From an optimization exercise on the open Yosys and OpenROAD flow, aimed at small area and a short achievable clock period; shortcuts taken in it are not production practice. Only simulation tests tie the RTL to the original design; equivalence was not proved. Power figures rest on the tool's default switching activity, not on a simulated workload.

## config.mk

```make
export PLATFORM = sky130hd
export DESIGN_NAME = top_32bit
export DESIGN_NICKNAME = top_32bit
export VERILOG_FILES = /design/flow/design.v
export SDC_FILE = /design/flow/constraint.sdc
export NUM_CORES = 4
export LEC_CHECK = 0
export CAP_MARGIN = 20
export CORE_MARGIN = 2
export CORE_UTILIZATION = 60
export SETUP_SLACK_MARGIN = 5
export SLEW_MARGIN = 20
export SYNTH_HIERARCHICAL = 1
```

## constraint.sdc

```tcl
create_clock -name core_clock -period 12.0 [get_ports {clk}]
set_input_delay 2.4000 -clock core_clock [delete_from_list [all_inputs] [get_ports {clk}]]
set_output_delay 2.4000 -clock core_clock [all_outputs]
set_load 0.01 [all_outputs]
```

## design.v

```verilog
module top_32bit(
    input               clk,
    input               we,
    input               reset,
    input      [31:0]   data,
    input      [1:0]    p_sel,
    input      [31:0]   P0,
    input      [31:0]   P1,
    output     [31:0]   P0_out,
    output     [31:0]   P1_out,
    output     [31:0]   data_out
  );
  localparam [2:0] OP_ADD = 3'd0, OP_SUB = 3'd1, OP_MUL = 3'd2, OP_AND = 3'd3,
                   OP_OR  = 3'd4, OP_XOR = 3'd5, OP_LT  = 3'd6;
  reg  [4:0]  a1;
  reg         first;
  always @(posedge clk or posedge reset)
    if (reset) a1 <= 5'd0;
    else       a1 <= first ? 5'd0 : a1 + 5'd1;
  always @(posedge clk)
    first <= reset;
  wire [3:0] d_op = data[31:28];
  wire [2:0] d_rs = data[27:25];
  wire [2:0] d_rA = data[24:22];
  wire [2:0] d_rB = data[21:19];
  reg  [2:0] e_op, e_A, e_B;
  always @* begin
    e_A = d_rA;
    e_B = d_rB;
    case (d_op)
      4'b0000: e_op = OP_ADD;
      4'b0001: e_op = OP_SUB;
      4'b0010: e_op = OP_MUL;
      4'b0011: e_op = OP_AND;
      4'b0100: e_op = OP_OR;
      4'b0101: e_op = OP_XOR;
      4'b0110: begin e_op = OP_LT; e_A = d_rB; e_B = d_rA; end
      4'b0111: e_op = OP_LT;
      4'b1001: begin e_op = OP_AND; e_B = d_rA; end
      default: begin e_op = OP_XOR; e_B = d_rA; end
    endcase
  end
  wire [11:0] enc = {e_op, d_rs, e_A, e_B};
  reg  [11:0] mem [0:31];
  always @(posedge clk)
    if (we) mem[a1] <= enc;
  reg  [11:0] J;
  always @(posedge clk)
    J <= we ? enc : mem[a1];
  wire [2:0] j_op = J[11:9];
  wire [2:0] j_rs = J[8:6];
  wire [2:0] j_A  = J[5:3];
  wire [2:0] j_B  = J[2:0];
  reg  [31:0]  R0, R1;
  reg  [191:0] Rh;         
  reg  [7:2]   valid;
  reg  [2:0]   rs_cur;     
  wire [31:0]  alu;        
  always @(posedge clk or posedge reset)
    if (reset) begin
      R0 <= 32'd0;
      R1 <= 32'd0;
    end else begin
      if (rs_cur == 3'd0) R0 <= p_sel[0] ? alu : P0;
      if (rs_cur == 3'd1) R1 <= p_sel[1] ? alu : P1;
    end
  genvar k;
  generate
    for (k = 2; k < 8; k = k + 1) begin : g_reg
      always @(posedge clk)
        if (rs_cur == k) Rh[32*(k-2) +: 32] <= alu;
      always @(posedge clk or posedge reset)
        if (reset)             valid[k] <= 1'b0;
        else if (rs_cur == k)  valid[k] <= 1'b1;
    end
  endgenerate
  wire [255:0] Rall = {Rh, R1, R0};
  wire [7:0]   vall = {valid, 2'b11};
  wire        fwdA = (j_A == rs_cur);
  wire        fwdB = (j_B == rs_cur);
  wire [31:0] rA_val = Rall[32*j_A +: 32];
  wire [31:0] rB_val = Rall[32*j_B +: 32];
  wire [31:0] A_reg = (~fwdA & vall[j_A]) ? rA_val : 32'd0;
  wire [31:0] B_reg = (~fwdB & vall[j_B]) ? rB_val : 32'd0;
  wire        sP0 = (rs_cur == 3'd0) & ~p_sel[0];
  wire        sP1 = (rs_cur == 3'd1) & ~p_sel[1];
  wire [31:0] A, B;
  opmux u_opA (.alu(alu), .p0(P0), .p1(P1), .r(A_reg),
               .gy(fwdA & ~sP0 & ~sP1), .gp0(fwdA & sP0), .gp1(fwdA & sP1), .y(A));
  opmux u_opB (.alu(alu), .p0(P0), .p1(P1), .r(B_reg),
               .gy(fwdB & ~sP0 & ~sP1), .gp0(fwdB & sP0), .gp1(fwdB & sP1), .y(B));
  wire        nr    = ~reset;
  wire        s_mul = nr & (j_op == OP_MUL);
  wire        s_add = nr & (j_op == OP_ADD);
  wire        s_sub = nr & (j_op == OP_SUB);
  wire        s_or  = nr & (j_op == OP_OR);
  wire        s_xor = nr & (j_op == OP_XOR);
  wire        s_lt  = nr & (j_op == OP_LT);
  wire        s_and = nr & (j_op == OP_AND | j_op == 3'd7);
  wire        lt;
  ltcmp u_lt (.a(A), .b(B), .lt(lt));
  wire [31:0] ox = ({32{s_add | s_sub}} & A) | ({32{s_or}} & (A | B)) |
                   ({32{s_xor}} & (A ^ B)) | ({32{s_and}} & (A & B)) |
                   {31'd0, s_lt & lt};
  wire [31:0] oy = ({32{s_add}} & B) | ({32{s_sub}} & ~B);
  wire        ocin = s_sub;
  wire [117:0] mid_next;
  reg  [117:0] mid;
  mulfront u_front (.a(A[15:0]), .b(B[15:0]), .is_mul(s_mul), .ox(ox), .oy(oy),
                    .ocin(ocin), .m(mid_next));
  always @(posedge clk) begin
    mid    <= mid_next;
    rs_cur <= reset ? 3'd0 : j_rs;
  end
  csaback u_back (.m(mid), .s(alu));
  assign P0_out   = R0;
  assign P1_out   = R1;
  assign data_out = alu;
endmodule
module opmux(input [31:0] alu, input [31:0] p0, input [31:0] p1, input [31:0] r,
             input gy, input gp0, input gp1, output [31:0] y);
  assign y = ({32{gy}} & alu) | ({32{gp0}} & p0) | ({32{gp1}} & p1) | r;
endmodule
module ltcmp(input [31:0] a, input [31:0] b, output lt);
  assign lt = a < b;
endmodule
module mulfront(input [15:0] a, input [15:0] b, input is_mul, input [31:0] ox,
                input [31:0] oy, input ocin, output [117:0] m);
  wire one1;
  wire two2;
  wire neg3;
  wire pp4;
  wire pp5;
  wire pp6;
  wire pp7;
  wire pp8;
  wire pp9;
  wire pp10;
  wire pp11;
  wire pp12;
  wire pp13;
  wire pp14;
  wire pp15;
  wire pp16;
  wire pp17;
  wire pp18;
  wire pp19;
  wire pp20;
  wire ns21;
  wire one22;
  wire two23;
  wire neg24;
  wire pp25;
  wire pp26;
  wire pp27;
  wire pp28;
  wire pp29;
  wire pp30;
  wire pp31;
  wire pp32;
  wire pp33;
  wire pp34;
  wire pp35;
  wire pp36;
  wire pp37;
  wire pp38;
  wire pp39;
  wire pp40;
  wire pp41;
  wire ns42;
  wire one43;
  wire two44;
  wire neg45;
  wire pp46;
  wire pp47;
  wire pp48;
  wire pp49;
  wire pp50;
  wire pp51;
  wire pp52;
  wire pp53;
  wire pp54;
  wire pp55;
  wire pp56;
  wire pp57;
  wire pp58;
  wire pp59;
  wire pp60;
  wire pp61;
  wire pp62;
  wire ns63;
  wire one64;
  wire two65;
  wire neg66;
  wire pp67;
  wire pp68;
  wire pp69;
  wire pp70;
  wire pp71;
  wire pp72;
  wire pp73;
  wire pp74;
  wire pp75;
  wire pp76;
  wire pp77;
  wire pp78;
  wire pp79;
  wire pp80;
  wire pp81;
  wire pp82;
  wire pp83;
  wire ns84;
  wire one85;
  wire two86;
  wire neg87;
  wire pp88;
  wire pp89;
  wire pp90;
  wire pp91;
  wire pp92;
  wire pp93;
  wire pp94;
  wire pp95;
  wire pp96;
  wire pp97;
  wire pp98;
  wire pp99;
  wire pp100;
  wire pp101;
  wire pp102;
  wire pp103;
  wire pp104;
  wire ns105;
  wire one106;
  wire two107;
  wire neg108;
  wire pp109;
  wire pp110;
  wire pp111;
  wire pp112;
  wire pp113;
  wire pp114;
  wire pp115;
  wire pp116;
  wire pp117;
  wire pp118;
  wire pp119;
  wire pp120;
  wire pp121;
  wire pp122;
  wire pp123;
  wire pp124;
  wire pp125;
  wire ns126;
  wire one127;
  wire two128;
  wire neg129;
  wire pp130;
  wire pp131;
  wire pp132;
  wire pp133;
  wire pp134;
  wire pp135;
  wire pp136;
  wire pp137;
  wire pp138;
  wire pp139;
  wire pp140;
  wire pp141;
  wire pp142;
  wire pp143;
  wire pp144;
  wire pp145;
  wire pp146;
  wire ns147;
  wire one148;
  wire two149;
  wire neg150;
  wire pp151;
  wire pp152;
  wire pp153;
  wire pp154;
  wire pp155;
  wire pp156;
  wire pp157;
  wire pp158;
  wire pp159;
  wire pp160;
  wire pp161;
  wire pp162;
  wire pp163;
  wire pp164;
  wire pp165;
  wire pp166;
  wire pp167;
  wire ns168;
  wire one169;
  wire pp170;
  wire pp171;
  wire pp172;
  wire pp173;
  wire pp174;
  wire pp175;
  wire pp176;
  wire pp177;
  wire pp178;
  wire pp179;
  wire pp180;
  wire pp181;
  wire pp182;
  wire pp183;
  wire pp184;
  wire pp185;
  wire s186;
  wire c187;
  wire s188;
  wire c189;
  wire s190;
  wire c191;
  wire s192;
  wire c193;
  wire s194;
  wire c195;
  wire s196;
  wire c197;
  wire s198;
  wire c199;
  wire s200;
  wire c201;
  wire s202;
  wire c203;
  wire s204;
  wire c205;
  wire s206;
  wire c207;
  wire s208;
  wire c209;
  wire s210;
  wire c211;
  wire s212;
  wire c213;
  wire s214;
  wire c215;
  wire s216;
  wire c217;
  wire s218;
  wire c219;
  wire s220;
  wire c221;
  wire s222;
  wire c223;
  wire s224;
  wire c225;
  wire s226;
  wire c227;
  wire s228;
  wire c229;
  wire s230;
  wire c231;
  wire s232;
  wire c233;
  wire s234;
  wire c235;
  wire s236;
  wire c237;
  wire s238;
  wire c239;
  wire s240;
  wire c241;
  wire s242;
  wire c243;
  wire s244;
  wire c245;
  wire s246;
  wire c247;
  wire s248;
  wire c249;
  wire s250;
  wire c251;
  wire s252;
  wire c253;
  wire s254;
  wire c255;
  wire s256;
  wire c257;
  wire s258;
  wire c259;
  wire s260;
  wire c261;
  wire s262;
  wire c263;
  wire s264;
  wire c265;
  wire s266;
  wire c267;
  wire s268;
  wire c269;
  wire s270;
  wire c271;
  wire s272;
  wire c273;
  wire s274;
  wire c275;
  wire s276;
  wire c277;
  wire s278;
  wire c279;
  wire s280;
  wire c281;
  wire s282;
  wire c283;
  wire s284;
  wire c285;
  wire s286;
  wire c287;
  wire s288;
  wire c289;
  wire s290;
  wire c291;
  wire s292;
  wire c293;
  wire s294;
  wire c295;
  wire s296;
  wire c297;
  wire s298;
  wire c299;
  wire s300;
  wire c301;
  wire s302;
  wire c303;
  wire s304;
  wire c305;
  wire s306;
  wire c307;
  wire s308;
  wire c309;
  wire s310;
  wire c311;
  wire s312;
  wire c313;
  wire s314;
  wire c315;
  wire s316;
  wire c317;
  wire s318;
  wire c319;
  wire s320;
  wire c321;
  wire s322;
  wire c323;
  wire s324;
  wire c325;
  wire s326;
  wire c327;
  wire s328;
  wire c329;
  wire s330;
  wire c331;
  wire s332;
  wire c333;
  wire s334;
  wire c335;
  assign one1 = b[0] ^ 1'b0;
  assign two2 = (b[1] & ~b[0] & ~1'b0) | (~b[1] & b[0] & 1'b0);
  assign neg3 = b[1];
  assign pp4 = ((one1 & a[0]) | (two2 & 1'b0)) ^ neg3;
  assign pp5 = ((one1 & a[1]) | (two2 & a[0])) ^ neg3;
  assign pp6 = ((one1 & a[2]) | (two2 & a[1])) ^ neg3;
  assign pp7 = ((one1 & a[3]) | (two2 & a[2])) ^ neg3;
  assign pp8 = ((one1 & a[4]) | (two2 & a[3])) ^ neg3;
  assign pp9 = ((one1 & a[5]) | (two2 & a[4])) ^ neg3;
  assign pp10 = ((one1 & a[6]) | (two2 & a[5])) ^ neg3;
  assign pp11 = ((one1 & a[7]) | (two2 & a[6])) ^ neg3;
  assign pp12 = ((one1 & a[8]) | (two2 & a[7])) ^ neg3;
  assign pp13 = ((one1 & a[9]) | (two2 & a[8])) ^ neg3;
  assign pp14 = ((one1 & a[10]) | (two2 & a[9])) ^ neg3;
  assign pp15 = ((one1 & a[11]) | (two2 & a[10])) ^ neg3;
  assign pp16 = ((one1 & a[12]) | (two2 & a[11])) ^ neg3;
  assign pp17 = ((one1 & a[13]) | (two2 & a[12])) ^ neg3;
  assign pp18 = ((one1 & a[14]) | (two2 & a[13])) ^ neg3;
  assign pp19 = ((one1 & a[15]) | (two2 & a[14])) ^ neg3;
  assign pp20 = ((one1 & 1'b0) | (two2 & a[15])) ^ neg3;
  assign ns21 = ~neg3;
  assign one22 = b[2] ^ b[1];
  assign two23 = (b[3] & ~b[2] & ~b[1]) | (~b[3] & b[2] & b[1]);
  assign neg24 = b[3];
  assign pp25 = ((one22 & a[0]) | (two23 & 1'b0)) ^ neg24;
  assign pp26 = ((one22 & a[1]) | (two23 & a[0])) ^ neg24;
  assign pp27 = ((one22 & a[2]) | (two23 & a[1])) ^ neg24;
  assign pp28 = ((one22 & a[3]) | (two23 & a[2])) ^ neg24;
  assign pp29 = ((one22 & a[4]) | (two23 & a[3])) ^ neg24;
  assign pp30 = ((one22 & a[5]) | (two23 & a[4])) ^ neg24;
  assign pp31 = ((one22 & a[6]) | (two23 & a[5])) ^ neg24;
  assign pp32 = ((one22 & a[7]) | (two23 & a[6])) ^ neg24;
  assign pp33 = ((one22 & a[8]) | (two23 & a[7])) ^ neg24;
  assign pp34 = ((one22 & a[9]) | (two23 & a[8])) ^ neg24;
  assign pp35 = ((one22 & a[10]) | (two23 & a[9])) ^ neg24;
  assign pp36 = ((one22 & a[11]) | (two23 & a[10])) ^ neg24;
  assign pp37 = ((one22 & a[12]) | (two23 & a[11])) ^ neg24;
  assign pp38 = ((one22 & a[13]) | (two23 & a[12])) ^ neg24;
  assign pp39 = ((one22 & a[14]) | (two23 & a[13])) ^ neg24;
  assign pp40 = ((one22 & a[15]) | (two23 & a[14])) ^ neg24;
  assign pp41 = ((one22 & 1'b0) | (two23 & a[15])) ^ neg24;
  assign ns42 = ~neg24;
  assign one43 = b[4] ^ b[3];
  assign two44 = (b[5] & ~b[4] & ~b[3]) | (~b[5] & b[4] & b[3]);
  assign neg45 = b[5];
  assign pp46 = ((one43 & a[0]) | (two44 & 1'b0)) ^ neg45;
  assign pp47 = ((one43 & a[1]) | (two44 & a[0])) ^ neg45;
  assign pp48 = ((one43 & a[2]) | (two44 & a[1])) ^ neg45;
  assign pp49 = ((one43 & a[3]) | (two44 & a[2])) ^ neg45;
  assign pp50 = ((one43 & a[4]) | (two44 & a[3])) ^ neg45;
  assign pp51 = ((one43 & a[5]) | (two44 & a[4])) ^ neg45;
  assign pp52 = ((one43 & a[6]) | (two44 & a[5])) ^ neg45;
  assign pp53 = ((one43 & a[7]) | (two44 & a[6])) ^ neg45;
  assign pp54 = ((one43 & a[8]) | (two44 & a[7])) ^ neg45;
  assign pp55 = ((one43 & a[9]) | (two44 & a[8])) ^ neg45;
  assign pp56 = ((one43 & a[10]) | (two44 & a[9])) ^ neg45;
  assign pp57 = ((one43 & a[11]) | (two44 & a[10])) ^ neg45;
  assign pp58 = ((one43 & a[12]) | (two44 & a[11])) ^ neg45;
  assign pp59 = ((one43 & a[13]) | (two44 & a[12])) ^ neg45;
  assign pp60 = ((one43 & a[14]) | (two44 & a[13])) ^ neg45;
  assign pp61 = ((one43 & a[15]) | (two44 & a[14])) ^ neg45;
  assign pp62 = ((one43 & 1'b0) | (two44 & a[15])) ^ neg45;
  assign ns63 = ~neg45;
  assign one64 = b[6] ^ b[5];
  assign two65 = (b[7] & ~b[6] & ~b[5]) | (~b[7] & b[6] & b[5]);
  assign neg66 = b[7];
  assign pp67 = ((one64 & a[0]) | (two65 & 1'b0)) ^ neg66;
  assign pp68 = ((one64 & a[1]) | (two65 & a[0])) ^ neg66;
  assign pp69 = ((one64 & a[2]) | (two65 & a[1])) ^ neg66;
  assign pp70 = ((one64 & a[3]) | (two65 & a[2])) ^ neg66;
  assign pp71 = ((one64 & a[4]) | (two65 & a[3])) ^ neg66;
  assign pp72 = ((one64 & a[5]) | (two65 & a[4])) ^ neg66;
  assign pp73 = ((one64 & a[6]) | (two65 & a[5])) ^ neg66;
  assign pp74 = ((one64 & a[7]) | (two65 & a[6])) ^ neg66;
  assign pp75 = ((one64 & a[8]) | (two65 & a[7])) ^ neg66;
  assign pp76 = ((one64 & a[9]) | (two65 & a[8])) ^ neg66;
  assign pp77 = ((one64 & a[10]) | (two65 & a[9])) ^ neg66;
  assign pp78 = ((one64 & a[11]) | (two65 & a[10])) ^ neg66;
  assign pp79 = ((one64 & a[12]) | (two65 & a[11])) ^ neg66;
  assign pp80 = ((one64 & a[13]) | (two65 & a[12])) ^ neg66;
  assign pp81 = ((one64 & a[14]) | (two65 & a[13])) ^ neg66;
  assign pp82 = ((one64 & a[15]) | (two65 & a[14])) ^ neg66;
  assign pp83 = ((one64 & 1'b0) | (two65 & a[15])) ^ neg66;
  assign ns84 = ~neg66;
  assign one85 = b[8] ^ b[7];
  assign two86 = (b[9] & ~b[8] & ~b[7]) | (~b[9] & b[8] & b[7]);
  assign neg87 = b[9];
  assign pp88 = ((one85 & a[0]) | (two86 & 1'b0)) ^ neg87;
  assign pp89 = ((one85 & a[1]) | (two86 & a[0])) ^ neg87;
  assign pp90 = ((one85 & a[2]) | (two86 & a[1])) ^ neg87;
  assign pp91 = ((one85 & a[3]) | (two86 & a[2])) ^ neg87;
  assign pp92 = ((one85 & a[4]) | (two86 & a[3])) ^ neg87;
  assign pp93 = ((one85 & a[5]) | (two86 & a[4])) ^ neg87;
  assign pp94 = ((one85 & a[6]) | (two86 & a[5])) ^ neg87;
  assign pp95 = ((one85 & a[7]) | (two86 & a[6])) ^ neg87;
  assign pp96 = ((one85 & a[8]) | (two86 & a[7])) ^ neg87;
  assign pp97 = ((one85 & a[9]) | (two86 & a[8])) ^ neg87;
  assign pp98 = ((one85 & a[10]) | (two86 & a[9])) ^ neg87;
  assign pp99 = ((one85 & a[11]) | (two86 & a[10])) ^ neg87;
  assign pp100 = ((one85 & a[12]) | (two86 & a[11])) ^ neg87;
  assign pp101 = ((one85 & a[13]) | (two86 & a[12])) ^ neg87;
  assign pp102 = ((one85 & a[14]) | (two86 & a[13])) ^ neg87;
  assign pp103 = ((one85 & a[15]) | (two86 & a[14])) ^ neg87;
  assign pp104 = ((one85 & 1'b0) | (two86 & a[15])) ^ neg87;
  assign ns105 = ~neg87;
  assign one106 = b[10] ^ b[9];
  assign two107 = (b[11] & ~b[10] & ~b[9]) | (~b[11] & b[10] & b[9]);
  assign neg108 = b[11];
  assign pp109 = ((one106 & a[0]) | (two107 & 1'b0)) ^ neg108;
  assign pp110 = ((one106 & a[1]) | (two107 & a[0])) ^ neg108;
  assign pp111 = ((one106 & a[2]) | (two107 & a[1])) ^ neg108;
  assign pp112 = ((one106 & a[3]) | (two107 & a[2])) ^ neg108;
  assign pp113 = ((one106 & a[4]) | (two107 & a[3])) ^ neg108;
  assign pp114 = ((one106 & a[5]) | (two107 & a[4])) ^ neg108;
  assign pp115 = ((one106 & a[6]) | (two107 & a[5])) ^ neg108;
  assign pp116 = ((one106 & a[7]) | (two107 & a[6])) ^ neg108;
  assign pp117 = ((one106 & a[8]) | (two107 & a[7])) ^ neg108;
  assign pp118 = ((one106 & a[9]) | (two107 & a[8])) ^ neg108;
  assign pp119 = ((one106 & a[10]) | (two107 & a[9])) ^ neg108;
  assign pp120 = ((one106 & a[11]) | (two107 & a[10])) ^ neg108;
  assign pp121 = ((one106 & a[12]) | (two107 & a[11])) ^ neg108;
  assign pp122 = ((one106 & a[13]) | (two107 & a[12])) ^ neg108;
  assign pp123 = ((one106 & a[14]) | (two107 & a[13])) ^ neg108;
  assign pp124 = ((one106 & a[15]) | (two107 & a[14])) ^ neg108;
  assign pp125 = ((one106 & 1'b0) | (two107 & a[15])) ^ neg108;
  assign ns126 = ~neg108;
  assign one127 = b[12] ^ b[11];
  assign two128 = (b[13] & ~b[12] & ~b[11]) | (~b[13] & b[12] & b[11]);
  assign neg129 = b[13];
  assign pp130 = ((one127 & a[0]) | (two128 & 1'b0)) ^ neg129;
  assign pp131 = ((one127 & a[1]) | (two128 & a[0])) ^ neg129;
  assign pp132 = ((one127 & a[2]) | (two128 & a[1])) ^ neg129;
  assign pp133 = ((one127 & a[3]) | (two128 & a[2])) ^ neg129;
  assign pp134 = ((one127 & a[4]) | (two128 & a[3])) ^ neg129;
  assign pp135 = ((one127 & a[5]) | (two128 & a[4])) ^ neg129;
  assign pp136 = ((one127 & a[6]) | (two128 & a[5])) ^ neg129;
  assign pp137 = ((one127 & a[7]) | (two128 & a[6])) ^ neg129;
  assign pp138 = ((one127 & a[8]) | (two128 & a[7])) ^ neg129;
  assign pp139 = ((one127 & a[9]) | (two128 & a[8])) ^ neg129;
  assign pp140 = ((one127 & a[10]) | (two128 & a[9])) ^ neg129;
  assign pp141 = ((one127 & a[11]) | (two128 & a[10])) ^ neg129;
  assign pp142 = ((one127 & a[12]) | (two128 & a[11])) ^ neg129;
  assign pp143 = ((one127 & a[13]) | (two128 & a[12])) ^ neg129;
  assign pp144 = ((one127 & a[14]) | (two128 & a[13])) ^ neg129;
  assign pp145 = ((one127 & a[15]) | (two128 & a[14])) ^ neg129;
  assign pp146 = ((one127 & 1'b0) | (two128 & a[15])) ^ neg129;
  assign ns147 = ~neg129;
  assign one148 = b[14] ^ b[13];
  assign two149 = (b[15] & ~b[14] & ~b[13]) | (~b[15] & b[14] & b[13]);
  assign neg150 = b[15];
  assign pp151 = ((one148 & a[0]) | (two149 & 1'b0)) ^ neg150;
  assign pp152 = ((one148 & a[1]) | (two149 & a[0])) ^ neg150;
  assign pp153 = ((one148 & a[2]) | (two149 & a[1])) ^ neg150;
  assign pp154 = ((one148 & a[3]) | (two149 & a[2])) ^ neg150;
  assign pp155 = ((one148 & a[4]) | (two149 & a[3])) ^ neg150;
  assign pp156 = ((one148 & a[5]) | (two149 & a[4])) ^ neg150;
  assign pp157 = ((one148 & a[6]) | (two149 & a[5])) ^ neg150;
  assign pp158 = ((one148 & a[7]) | (two149 & a[6])) ^ neg150;
  assign pp159 = ((one148 & a[8]) | (two149 & a[7])) ^ neg150;
  assign pp160 = ((one148 & a[9]) | (two149 & a[8])) ^ neg150;
  assign pp161 = ((one148 & a[10]) | (two149 & a[9])) ^ neg150;
  assign pp162 = ((one148 & a[11]) | (two149 & a[10])) ^ neg150;
  assign pp163 = ((one148 & a[12]) | (two149 & a[11])) ^ neg150;
  assign pp164 = ((one148 & a[13]) | (two149 & a[12])) ^ neg150;
  assign pp165 = ((one148 & a[14]) | (two149 & a[13])) ^ neg150;
  assign pp166 = ((one148 & a[15]) | (two149 & a[14])) ^ neg150;
  assign pp167 = ((one148 & 1'b0) | (two149 & a[15])) ^ neg150;
  assign ns168 = ~neg150;
  assign one169 = 1'b0 ^ b[15];
  assign pp170 = one169 & a[0];
  assign pp171 = one169 & a[1];
  assign pp172 = one169 & a[2];
  assign pp173 = one169 & a[3];
  assign pp174 = one169 & a[4];
  assign pp175 = one169 & a[5];
  assign pp176 = one169 & a[6];
  assign pp177 = one169 & a[7];
  assign pp178 = one169 & a[8];
  assign pp179 = one169 & a[9];
  assign pp180 = one169 & a[10];
  assign pp181 = one169 & a[11];
  assign pp182 = one169 & a[12];
  assign pp183 = one169 & a[13];
  assign pp184 = one169 & a[14];
  assign pp185 = one169 & a[15];
  assign {c187,s186} = neg66 + pp10;
  assign {c189,s188} = pp11 + pp30;
  assign {c191,s190} = neg87 + pp12 + pp31;
  assign {c193,s192} = pp50 + pp69;
  assign {c195,s194} = pp13 + pp32 + pp51;
  assign {c197,s196} = pp70 + pp89;
  assign {c199,s198} = neg108 + pp14 + pp33;
  assign {c201,s200} = pp52 + pp71 + pp90;
  assign {c203,s202} = pp109 + c197;
  assign {c205,s204} = pp15 + pp34 + pp53;
  assign {c207,s206} = pp72 + pp91 + pp110;
  assign {c209,s208} = c199 + c201;
  assign {c211,s210} = neg129 + pp16 + pp35;
  assign {c213,s212} = pp54 + pp73 + pp92;
  assign {c215,s214} = pp111 + pp130 + c205;
  assign {c217,s216} = c207 + s210;
  assign {c219,s218} = pp17 + pp36 + pp55;
  assign {c221,s220} = pp74 + pp93 + pp112;
  assign {c223,s222} = pp131 + c211 + c213;
  assign {c225,s224} = s218 + s220;
  assign {c227,s226} = neg150 + pp18 + pp37;
  assign {c229,s228} = pp56 + pp75 + pp94;
  assign {c231,s230} = pp113 + pp132 + pp151;
  assign {c233,s232} = c219 + c221 + s226;
  assign {c235,s234} = s228 + s230;
  assign {c237,s236} = pp19 + pp38 + pp57;
  assign {c239,s238} = pp76 + pp95 + pp114;
  assign {c241,s240} = pp133 + pp152 + c227;
  assign {c243,s242} = c229 + c231 + s236;
  assign {c245,s244} = s238 + c235;
  assign {c247,s246} = pp20 + pp39 + pp58;
  assign {c249,s248} = pp77 + pp96 + pp115;
  assign {c251,s250} = pp134 + pp153 + pp170;
  assign {c253,s252} = c237 + c239 + s246;
  assign {c255,s254} = s248 + s250 + c241;
  assign {c257,s256} = neg3 + pp40 + pp59;
  assign {c259,s258} = pp78 + pp97 + pp116;
  assign {c261,s260} = pp135 + pp154 + pp171;
  assign {c263,s262} = c247 + c249 + c251;
  assign {c265,s264} = s256 + s258 + s260;
  assign {c267,s266} = neg3 + pp41 + pp60;
  assign {c269,s268} = pp79 + pp98 + pp117;
  assign {c271,s270} = pp136 + pp155 + pp172;
  assign {c273,s272} = c257 + c259 + c261;
  assign {c275,s274} = s266 + s268 + s270;
  assign {c277,s276} = ns21 + ns42 + pp61;
  assign {c279,s278} = pp80 + pp99 + pp118;
  assign {c281,s280} = pp137 + pp156 + pp173;
  assign {c283,s282} = c267 + c269 + c271;
  assign {c285,s284} = s276 + s278 + s280;
  assign {c287,s286} = pp62 + pp81 + 1'b1;
  assign {c289,s288} = pp100 + pp119 + pp138;
  assign {c291,s290} = pp157 + pp174 + c277;
  assign {c293,s292} = c279 + c281 + s286;
  assign {c295,s294} = s288 + c283;
  assign {c297,s296} = ns63 + pp82 + pp101;
  assign {c299,s298} = pp120 + pp139 + pp158;
  assign {c301,s300} = pp175 + c287 + c289;
  assign {c303,s302} = s296 + s298 + c291;
  assign {c305,s304} = pp83 + pp102 + 1'b1;
  assign {c307,s306} = pp121 + pp140 + pp159;
  assign {c309,s308} = pp176 + c297 + c299;
  assign {c311,s310} = s304 + s306;
  assign {c313,s312} = ns84 + pp103 + pp122;
  assign {c315,s314} = pp141 + pp160 + pp177;
  assign {c317,s316} = c305 + c307 + s312;
  assign {c319,s318} = pp104 + pp123 + 1'b1;
  assign {c321,s320} = pp142 + pp161 + pp178;
  assign {c323,s322} = c313 + c315;
  assign {c325,s324} = ns105 + pp124 + pp143;
  assign {c327,s326} = pp162 + pp179 + c319;
  assign {c329,s328} = pp125 + pp144 + 1'b1;
  assign {c331,s330} = pp163 + pp180;
  assign {c333,s332} = ns126 + pp145 + pp164;
  assign {c335,s334} = pp146 + pp165;
  assign m[0] = is_mul ? pp4 : ox[0];
  assign m[1] = is_mul ? neg3 : oy[0];
  assign m[2] = ~is_mul & ocin;
  assign m[3] = is_mul ? pp5 : ox[1];
  assign m[4] = ~is_mul & oy[1];
  assign m[5] = is_mul ? pp6 : ox[2];
  assign m[6] = is_mul ? pp25 : oy[2];
  assign m[7] = is_mul & neg24;
  assign m[8] = is_mul ? pp7 : ox[3];
  assign m[9] = is_mul ? pp26 : oy[3];
  assign m[10] = is_mul ? pp8 : ox[4];
  assign m[11] = is_mul ? pp27 : oy[4];
  assign m[12] = is_mul & pp46;
  assign m[13] = is_mul & neg45;
  assign m[14] = is_mul ? pp9 : ox[5];
  assign m[15] = is_mul ? pp28 : oy[5];
  assign m[16] = is_mul & pp47;
  assign m[17] = is_mul ? pp29 : ox[6];
  assign m[18] = is_mul ? pp48 : oy[6];
  assign m[19] = is_mul & pp67;
  assign m[20] = is_mul & s186;
  assign m[21] = is_mul ? pp49 : ox[7];
  assign m[22] = is_mul ? pp68 : oy[7];
  assign m[23] = is_mul & c187;
  assign m[24] = is_mul & s188;
  assign m[25] = is_mul ? pp88 : ox[8];
  assign m[26] = is_mul ? c189 : oy[8];
  assign m[27] = is_mul & s190;
  assign m[28] = is_mul & s192;
  assign m[29] = is_mul ? c193 : ox[9];
  assign m[30] = is_mul ? c191 : oy[9];
  assign m[31] = is_mul & s194;
  assign m[32] = is_mul & s196;
  assign m[33] = is_mul ? c195 : ox[10];
  assign m[34] = is_mul ? s198 : oy[10];
  assign m[35] = is_mul & s200;
  assign m[36] = is_mul & s202;
  assign m[37] = is_mul ? s204 : ox[11];
  assign m[38] = is_mul ? s206 : oy[11];
  assign m[39] = is_mul & c203;
  assign m[40] = is_mul & s208;
  assign m[41] = is_mul ? s212 : ox[12];
  assign m[42] = is_mul ? c209 : oy[12];
  assign m[43] = is_mul & s214;
  assign m[44] = is_mul & s216;
  assign m[45] = is_mul ? c217 : ox[13];
  assign m[46] = is_mul ? c215 : oy[13];
  assign m[47] = is_mul & s222;
  assign m[48] = is_mul & s224;
  assign m[49] = is_mul ? c225 : ox[14];
  assign m[50] = is_mul ? c223 : oy[14];
  assign m[51] = is_mul & s232;
  assign m[52] = is_mul & s234;
  assign m[53] = is_mul ? c233 : ox[15];
  assign m[54] = is_mul ? s240 : oy[15];
  assign m[55] = is_mul & s242;
  assign m[56] = is_mul & s244;
  assign m[57] = is_mul ? c243 : ox[16];
  assign m[58] = is_mul ? s252 : oy[16];
  assign m[59] = is_mul & c245;
  assign m[60] = is_mul & s254;
  assign m[61] = is_mul ? c253 : ox[17];
  assign m[62] = is_mul ? s262 : oy[17];
  assign m[63] = is_mul & c255;
  assign m[64] = is_mul & s264;
  assign m[65] = is_mul ? c263 : ox[18];
  assign m[66] = is_mul ? c265 : oy[18];
  assign m[67] = is_mul & s272;
  assign m[68] = is_mul & s274;
  assign m[69] = is_mul ? c273 : ox[19];
  assign m[70] = is_mul ? c275 : oy[19];
  assign m[71] = is_mul & s282;
  assign m[72] = is_mul & s284;
  assign m[73] = is_mul ? c285 : ox[20];
  assign m[74] = is_mul ? s290 : oy[20];
  assign m[75] = is_mul & s292;
  assign m[76] = is_mul & s294;
  assign m[77] = is_mul ? c293 : ox[21];
  assign m[78] = is_mul ? s300 : oy[21];
  assign m[79] = is_mul & c295;
  assign m[80] = is_mul & s302;
  assign m[81] = is_mul ? c301 : ox[22];
  assign m[82] = is_mul ? s308 : oy[22];
  assign m[83] = is_mul & c303;
  assign m[84] = is_mul & s310;
  assign m[85] = is_mul ? s314 : ox[23];
  assign m[86] = is_mul ? c311 : oy[23];
  assign m[87] = is_mul & c309;
  assign m[88] = is_mul & s316;
  assign m[89] = is_mul ? s318 : ox[24];
  assign m[90] = is_mul ? s320 : oy[24];
  assign m[91] = is_mul & c317;
  assign m[92] = is_mul & s322;
  assign m[93] = is_mul ? c321 : ox[25];
  assign m[94] = is_mul ? s324 : oy[25];
  assign m[95] = is_mul & c323;
  assign m[96] = is_mul & s326;
  assign m[97] = is_mul ? c325 : ox[26];
  assign m[98] = is_mul ? s328 : oy[26];
  assign m[99] = is_mul & c327;
  assign m[100] = is_mul & s330;
  assign m[101] = is_mul ? pp181 : ox[27];
  assign m[102] = is_mul ? c331 : oy[27];
  assign m[103] = is_mul & c329;
  assign m[104] = is_mul & s332;
  assign m[105] = is_mul ? 1'b1 : ox[28];
  assign m[106] = is_mul ? pp182 : oy[28];
  assign m[107] = is_mul & c333;
  assign m[108] = is_mul & s334;
  assign m[109] = is_mul ? ns147 : ox[29];
  assign m[110] = is_mul ? pp166 : oy[29];
  assign m[111] = is_mul & pp183;
  assign m[112] = is_mul & c335;
  assign m[113] = is_mul ? pp167 : ox[30];
  assign m[114] = is_mul ? pp184 : oy[30];
  assign m[115] = is_mul & 1'b1;
  assign m[116] = is_mul ? ns168 : ox[31];
  assign m[117] = is_mul ? pp185 : oy[31];
endmodule
module csaback(input [117:0] m, output [31:0] s);
  wire s1;
  wire c2;
  wire s3;
  wire c4;
  wire s5;
  wire c6;
  wire s7;
  wire c8;
  wire s9;
  wire c10;
  wire s11;
  wire c12;
  wire s13;
  wire c14;
  wire s15;
  wire c16;
  wire s17;
  wire c18;
  wire s19;
  wire c20;
  wire s21;
  wire c22;
  wire s23;
  wire c24;
  wire s25;
  wire c26;
  wire s27;
  wire c28;
  wire s29;
  wire c30;
  wire s31;
  wire c32;
  wire s33;
  wire c34;
  wire s35;
  wire c36;
  wire s37;
  wire c38;
  wire s39;
  wire c40;
  wire s41;
  wire c42;
  wire s43;
  wire c44;
  wire s45;
  wire c46;
  wire s47;
  wire c48;
  wire s49;
  wire c50;
  wire s51;
  wire c52;
  wire s53;
  wire c54;
  wire s55;
  wire c56;
  wire s57;
  wire c58;
  wire s59;
  wire c60;
  wire s61;
  wire c62;
  wire s63;
  wire c64;
  wire s65;
  wire c66;
  wire s67;
  wire c68;
  wire s69;
  wire c70;
  wire s71;
  wire c72;
  wire s73;
  wire c74;
  wire s75;
  wire c76;
  wire s77;
  wire c78;
  wire s79;
  wire c80;
  wire s81;
  wire c82;
  wire s83;
  wire c84;
  wire s85;
  wire c86;
  wire s87;
  wire c88;
  wire s89;
  wire c90;
  wire s91;
  wire c92;
  wire s93;
  wire c94;
  wire s95;
  wire c96;
  wire s97;
  wire c98;
  wire s99;
  wire c100;
  wire s101;
  wire c102;
  wire s103;
  wire c104;
  wire s105;
  wire c106;
  wire s107;
  wire c108;
  wire s109;
  wire c110;
  wire s111;
  wire c112;
  wire s113;
  wire c114;
  wire s115;
  wire c116;
  wire s117;
  wire c118;
  assign {c2,s1} = m[0] + m[1];
  assign {c4,s3} = m[3] + m[4];
  assign {c6,s5} = m[5] + m[6] + m[7];
  assign {c8,s7} = m[8] + m[9];
  assign {c10,s9} = m[10] + m[11] + m[12];
  assign {c12,s11} = m[13] + c8;
  assign {c14,s13} = m[14] + m[15] + m[16];
  assign {c16,s15} = c10 + s13;
  assign {c18,s17} = m[17] + m[18] + m[19];
  assign {c20,s19} = m[20] + c14 + s17;
  assign {c22,s21} = m[21] + m[22] + m[23];
  assign {c24,s23} = m[24] + c18 + s21;
  assign {c26,s25} = m[25] + m[26] + m[27];
  assign {c28,s27} = m[28] + c22 + s25;
  assign {c30,s29} = m[29] + m[30] + m[31];
  assign {c32,s31} = m[32] + c26 + s29;
  assign {c34,s33} = m[33] + m[34] + m[35];
  assign {c36,s35} = m[36] + c30 + s33;
  assign {c38,s37} = m[37] + m[38] + m[39];
  assign {c40,s39} = m[40] + c34 + s37;
  assign {c42,s41} = m[41] + m[42] + m[43];
  assign {c44,s43} = m[44] + c38 + s41;
  assign {c46,s45} = m[45] + m[46] + m[47];
  assign {c48,s47} = m[48] + c42 + s45;
  assign {c50,s49} = m[49] + m[50] + m[51];
  assign {c52,s51} = m[52] + c46 + s49;
  assign {c54,s53} = m[53] + m[54] + m[55];
  assign {c56,s55} = m[56] + c50 + s53;
  assign {c58,s57} = m[57] + m[58] + m[59];
  assign {c60,s59} = m[60] + c54 + s57;
  assign {c62,s61} = m[61] + m[62] + m[63];
  assign {c64,s63} = m[64] + c58 + s61;
  assign {c66,s65} = m[65] + m[66] + m[67];
  assign {c68,s67} = m[68] + c62 + s65;
  assign {c70,s69} = m[69] + m[70] + m[71];
  assign {c72,s71} = m[72] + c66 + s69;
  assign {c74,s73} = m[73] + m[74] + m[75];
  assign {c76,s75} = m[76] + c70 + s73;
  assign {c78,s77} = m[77] + m[78] + m[79];
  assign {c80,s79} = m[80] + c74 + s77;
  assign {c82,s81} = m[81] + m[82] + m[83];
  assign {c84,s83} = m[84] + c78 + s81;
  assign {c86,s85} = m[85] + m[86] + m[87];
  assign {c88,s87} = m[88] + c82 + s85;
  assign {c90,s89} = m[89] + m[90] + m[91];
  assign {c92,s91} = m[92] + c86 + s89;
  assign {c94,s93} = m[93] + m[94] + m[95];
  assign {c96,s95} = m[96] + c90 + s93;
  assign {c98,s97} = m[97] + m[98] + m[99];
  assign {c100,s99} = m[100] + c94 + s97;
  assign {c102,s101} = m[101] + m[102] + m[103];
  assign {c104,s103} = m[104] + c98 + s101;
  assign {c106,s105} = m[105] + m[106] + m[107];
  assign {c108,s107} = m[108] + c102 + s105;
  assign {c110,s109} = m[109] + m[110] + m[111];
  assign {c112,s111} = m[112] + c106 + s109;
  assign {c114,s113} = m[113] + m[114] + m[115];
  assign {c116,s115} = c110 + s113;
  assign {c118,s117} = m[116] + m[117] + c114;
  wire [31:0] ra = {c116, c112, c108, c104, c100, c96, c92, c88, c84, c80, c76, c72, c68, c64, c60, c56, c52, c48, c44, c40, c36, c32, c28, c24, c20, c16, c12, s9, c6, c4, c2, m[2]};
  wire [31:0] rb = {s117, s115, s111, s107, s103, s99, s95, s91, s87, s83, s79, s75, s71, s67, s63, s59, s55, s51, s47, s43, s39, s35, s31, s27, s23, s19, s15, s11, s7, s5, s3, s1};
  assign s = ra + rb;
endmodule
module xo2(input a, input b, output y);
  assign y = a ^ b;
endmodule
```

## run.sh

```bash
#!/bin/bash
# synth_recipe.tcl (not shown) runs the flow's synth.tcl, then flattens the netlist and writes it again
# the make line also repeats each setting of config.mk as NAME=value (left out here)
make -C /OpenROAD-flow-scripts/flow DESIGN_CONFIG=/design/flow/config.mk WORK_HOME=/design/flow/orfs CLKGATE_MAP_FILE= SYNTH_SCRIPT=/design/flow/synth_recipe.tcl finish
```

==> summary.txt <==
* Simple logic cell fraction of the synthesized area at ~7.5%
* Boundary pin count at 197
* Final HPWL DP at ~110 mm
* Post-CTS Hold Buffers at 0
* Die width at 291.2 um
* P_sw at around 0.0062 W
* Synthesized cell area at 49480 sq um
* Adder-cell share of the synthesized area at around a tenth
* Critical Path End Type: output port
* CP Launch Type: flip-flop
* Yosys warns at 7
* Combinational power share at roughly 56%
* TritonCTS Buffers at 85
* Drt via density at 7.013
* Tmin final at approximately 7000 ps
* H-tree depth at 3
* Initial Util at 60.46%
* Design Power at 0.01402 W
* Pwr dens at 254.6 nW/um^2
* Worst-path clk slew at approximately 60 ps
* Maximum clock frequency at approximately 0.14 GHz
* Seq/Total Area, Yosys at 43.89%
* Synth Instances at 4374
* CP arrival at between 4000 and 5000 ps
* Final Wtd Congestion at about 0.94
* Switch share at between 40% and 50%
* Post-route setup slack at about 5000 ps
* Final nets at about 4700
* CTS tree: yes
* Skew-Pair Late Insertion Delay at roughly 660 ps
* Via count at roughly 38000
* Final hold vios at 0
* Status: complete, but fails checks
* Worst endpoint required time at 9600 ps
* DIE AREA at approximately 85000 sq um
* Initial antenna violation count at 4
* Layout cells sized above 1 at between 10% and 20%
* RSZ-0062 raised after global routing: true
* Synth unique cells at roughly 100
* Row cnt at ~110
* Worst slew margin at 28.26%
* Min-delay worst type: reg -> reg
* Crit share post-route at about three fifths
* Largest family of logic cells by synthesized area: compound AO/OA/AOI/OAI gates
* Post-route setup TNS at 0 ps
* Antenna-violating nets left at 1
* Port bufs at 177
* CP Max Fanout at 11
* Largest net degree at the start of global routing at 130
* Syn_nets at about 4700
* Vias in the first global route at 36260
* Post-Synth XOR/XNOR Area at 1.522%
* Number of enable flip-flop cells after synthesis at around 580
* Syn avg cell area at about 11 sq um
* Maxcap violations at 0
* Leak pwr at ~20 nW
* Clock Tree Root: clkbuf_16
* Area Growth Syn to Fin at 11.25%
* DR WL/cell at between 30 and 40 um
* Max-slew violation count at 0
* WS Path Type: reg -> out
* Mux contribution to synthesized area at 10.71%
* Clock Skews at between 30 and 40 ps
* Iter 0 DRT Violations at between 4000 and 5000
* Synth Area in Compound Gates at around 20%
* Longest Clk Path Bufs at 3
* P_int at 0.007775 W
* Grt total ovfl at 0
* Core footprint at between 80000 and 90000 sq um
* Final setup fails at 0
* Fill cells at around 6300
* #FFs+latches synth at approximately 780
* Worst vdd ir at approximately 0.15 mV
* First-pass GRT wire length at about 240 mm
* Die Y at slightly below 300 um
* Ys flop type: edfxtp_1
* Pre-CTS setup slack at about 3400 ps
* Ys async rst share at roughly 9.6%
* GR Util All Layers at 38.20%
* Clock sinks at roughly 780
* DRC Markers at 0
* SO Viols: antenna rules
* Final wirelength at between 150 and 200 mm
* Clock power frac at between 10% and 20%
* Sequential fraction of design power at 25.7%
* Slew @ Worst Pin at about 1100 ps
* Initial DRT Pass Iterations at 6
-- path summary, 6_finish.rpt --
| kind | start | end | slack, ps | cells after the start |
|---|---|---|---|---|
| setup / recovery | mid[33]$_DFF_P_ | data_out[31] | 5020 | 11 |
| hold / removal | a1[1]$_DFF_PP0_ | flip-flop | 480 | 0 |
| setup reg to reg | flip-flop | mid[0]$_DFF_P_ | 5220 | 24 |
| hold reg to reg | a1[1]$_DFF_PP0_ | flip-flop | 480 | 0 |
| max in group asynchronous | reset | R0[16]$_DFFE_PP0N_ | 8240 | 3 |
| min in group asynchronous | reset | a1[4]$_DFF_PP0_ | 2620 | 2 |
-- cell usage after synthesis (all sizes together) (8+ instances only) --
master,number,area (sq um)
mux2i,80,825.8
nor2b,26,162.7
nand3b,13,97.59
maj3,49,495.5
xor2,27,236.5
o21ai,180,900.9
ha,155,1939
xnor2,59,516.8
dfrtp,75,1877
a22oi,90,675.7
o211ai,267,2155
nor3b,10,85.08
o21a,24,180.2
nand3,35,175.2
nand2,289,1087
or2,11,68.81
dfxtp,127,2542
a21o,14,105.1
buf,307,1992
a211o,16,140.1
edfxtp,576,17300
and4,8,72.57
mux4,112,2522
a211oi,54,405.4
and3,21,141.4
a2111oi,65,958.4
nand2b,12,82.58
fa,109,2182
o22ai,65,406.6
o31ai,18,135.1
and2,54,337.8
nand4,9,56.30
nor2,240,918.4
a221o,35,350.3
a21oi,232,1176
or3,17,106.4
a31oi,13,102.6
inv,240,900.9
nor3,24,147.6
mux2,173,1952
o41ai,134,1181
clkbuf,188,708.2
o221ai,19,172.7
a221oi,33,314.1
-- registers in the layout (all words and copies together), names as in the netlist, named ones only --
signal,flops
mem,384
Rh,192
mid,118
R0,32
R1,32
valid,6
a1,5
rs_cur,3
first,1
-- worst max-delay path, stage by stage, from the launching register on --
cell	delay (ps)
dfxtp_1	320
fa_1	610
inv_1	80
fa_1	390
inv_1	70
ha_2	320
and4_1	270
and3_4	180
a211o_4	350
nor3_4	240
o311a_2	460
clkdlybuf4s50_1	620
-- area by class of cell --
class                      instances  area, sq um  share of cell area [%]
sequential                       778        21730                   39.47
clock inverter                    48        504.2                  0.9160
timing repair inverter             1        5.005                0.009091
timing repair buffer             374         3463                   6.291
multi-input combinational       2862        24870                   45.17
antenna                            6        15.01                 0.02727
inverter                         241        913.4                   1.659
clock buffer                     103         2215                   4.023
tap                             1070         1339                   2.432
-- what timing repair did --
item,in CTS,in global routing
endpoints found under the setup margin,121,63
pin swaps,5,7
buffers inserted,11,21
gates resized for setup,77,65
gates cloned,2,2
-- metrics by stage --
step	hold slack [ps]	cell area, sq um	utilization [%]	std cells
floorplan	345.4	49480	-	4374
global placement	448.2	51430	62.84	5290
detailed placement	451.3	51440	62.85	5290
CTS	478.2	54600	66.71	5454
global route	508.6	55040	67.24	5477
finish	478.5	55050	67.26	5483
-- modules after synthesis (local to each module, per instance) --
| module | copies in the design | flip-flops and latches | area [sq um] |
|---|---|---|---|
| mulfront | 1 | 0 | 8169 |
| opmux | 2 | 0 | 603.1 |
| csaback | 1 | 0 | 3110 |
| top_32bit | 1 | 778 | 36200 |
| ltcmp | 1 | 0 | 798.3 |
-- power groups by stage --
stage	Sequential (W)	Combinational (W)	Clock, W
finish	0.00361	0.00782	0.00259
global route	0.00364	0.00843	0.00270
CTS	0.00360	0.00752	0.00260
detailed placement	0.00366	0.00735	0
global placement	0.00365	0.00724	0
floorplan	0.00356	0.00489	0
-- layer usage --
metal	share of wire, %	global-route usage, %	wire length, um	vias up
li1	-	-	-	16560
met5	0.033	0	54	-
met2	45	59.21	75050	2506
met3	11	8.490	18140	489
met1	39	52.34	64690	18890
met4	4.6	15.56	7594	8
-- layout by cell type, fill, tap and decap left out, drive strengths merged, types with 75 or more instances in the layout --
| master | n |
|---|---|
| clkdlybuf4s50 | 165 |
| o21ai | 180 |
| a21oi | 232 |
| mux2i | 80 |
| nor2 | 240 |
| buf | 201 |
| a22oi | 90 |
| dfrtp | 75 |
| o211ai | 267 |
| ha | 155 |
| nand2 | 289 |
| mux4 | 112 |
| o41ai | 134 |
| dfxtp | 127 |
| fa | 109 |
| mux2 | 173 |
| clkbuf | 104 |
| edfxtp | 576 |
| inv | 243 |
-- kinds of logic (layout without fill, tap and decap cells) --
group | Yosys count | in the layout
compound gates | 1306 | 1307
simple gates | 790 | 791
flops | 778 | 778
buf+inv | 736 | 767
mux | 365 | 365
fa+ha+maj | 313 | 313
xor+xnor | 86 | 86
other cells | 0 | 6

[separate check: timing with driven ports]
Ports are ideal in the flow. The routed layout listed here was re-timed in OpenROAD.
Step 1, drivers: a clkbuf_16 drives clk and a buf_2 each remaining input, both assumed.
Step 2 moves the port delays by t, midway between the first and last clock arrival at a register: inputs arrive t later, outputs are due t later. That takes back most of the time a late clock gives input paths.
a / b / c = ideal / step 1 / step 2; a / b = the first two.
t (ns): 0.714
slack for setup (ns): 5.018 / 4.946 / 4.656
worst slew at a driven data input, ns: 0.09
pins driven straight from the clock port: 1
For this run, drivers alone change the setup slack by -0.072 ns; drivers and shift together by -0.362 ns.
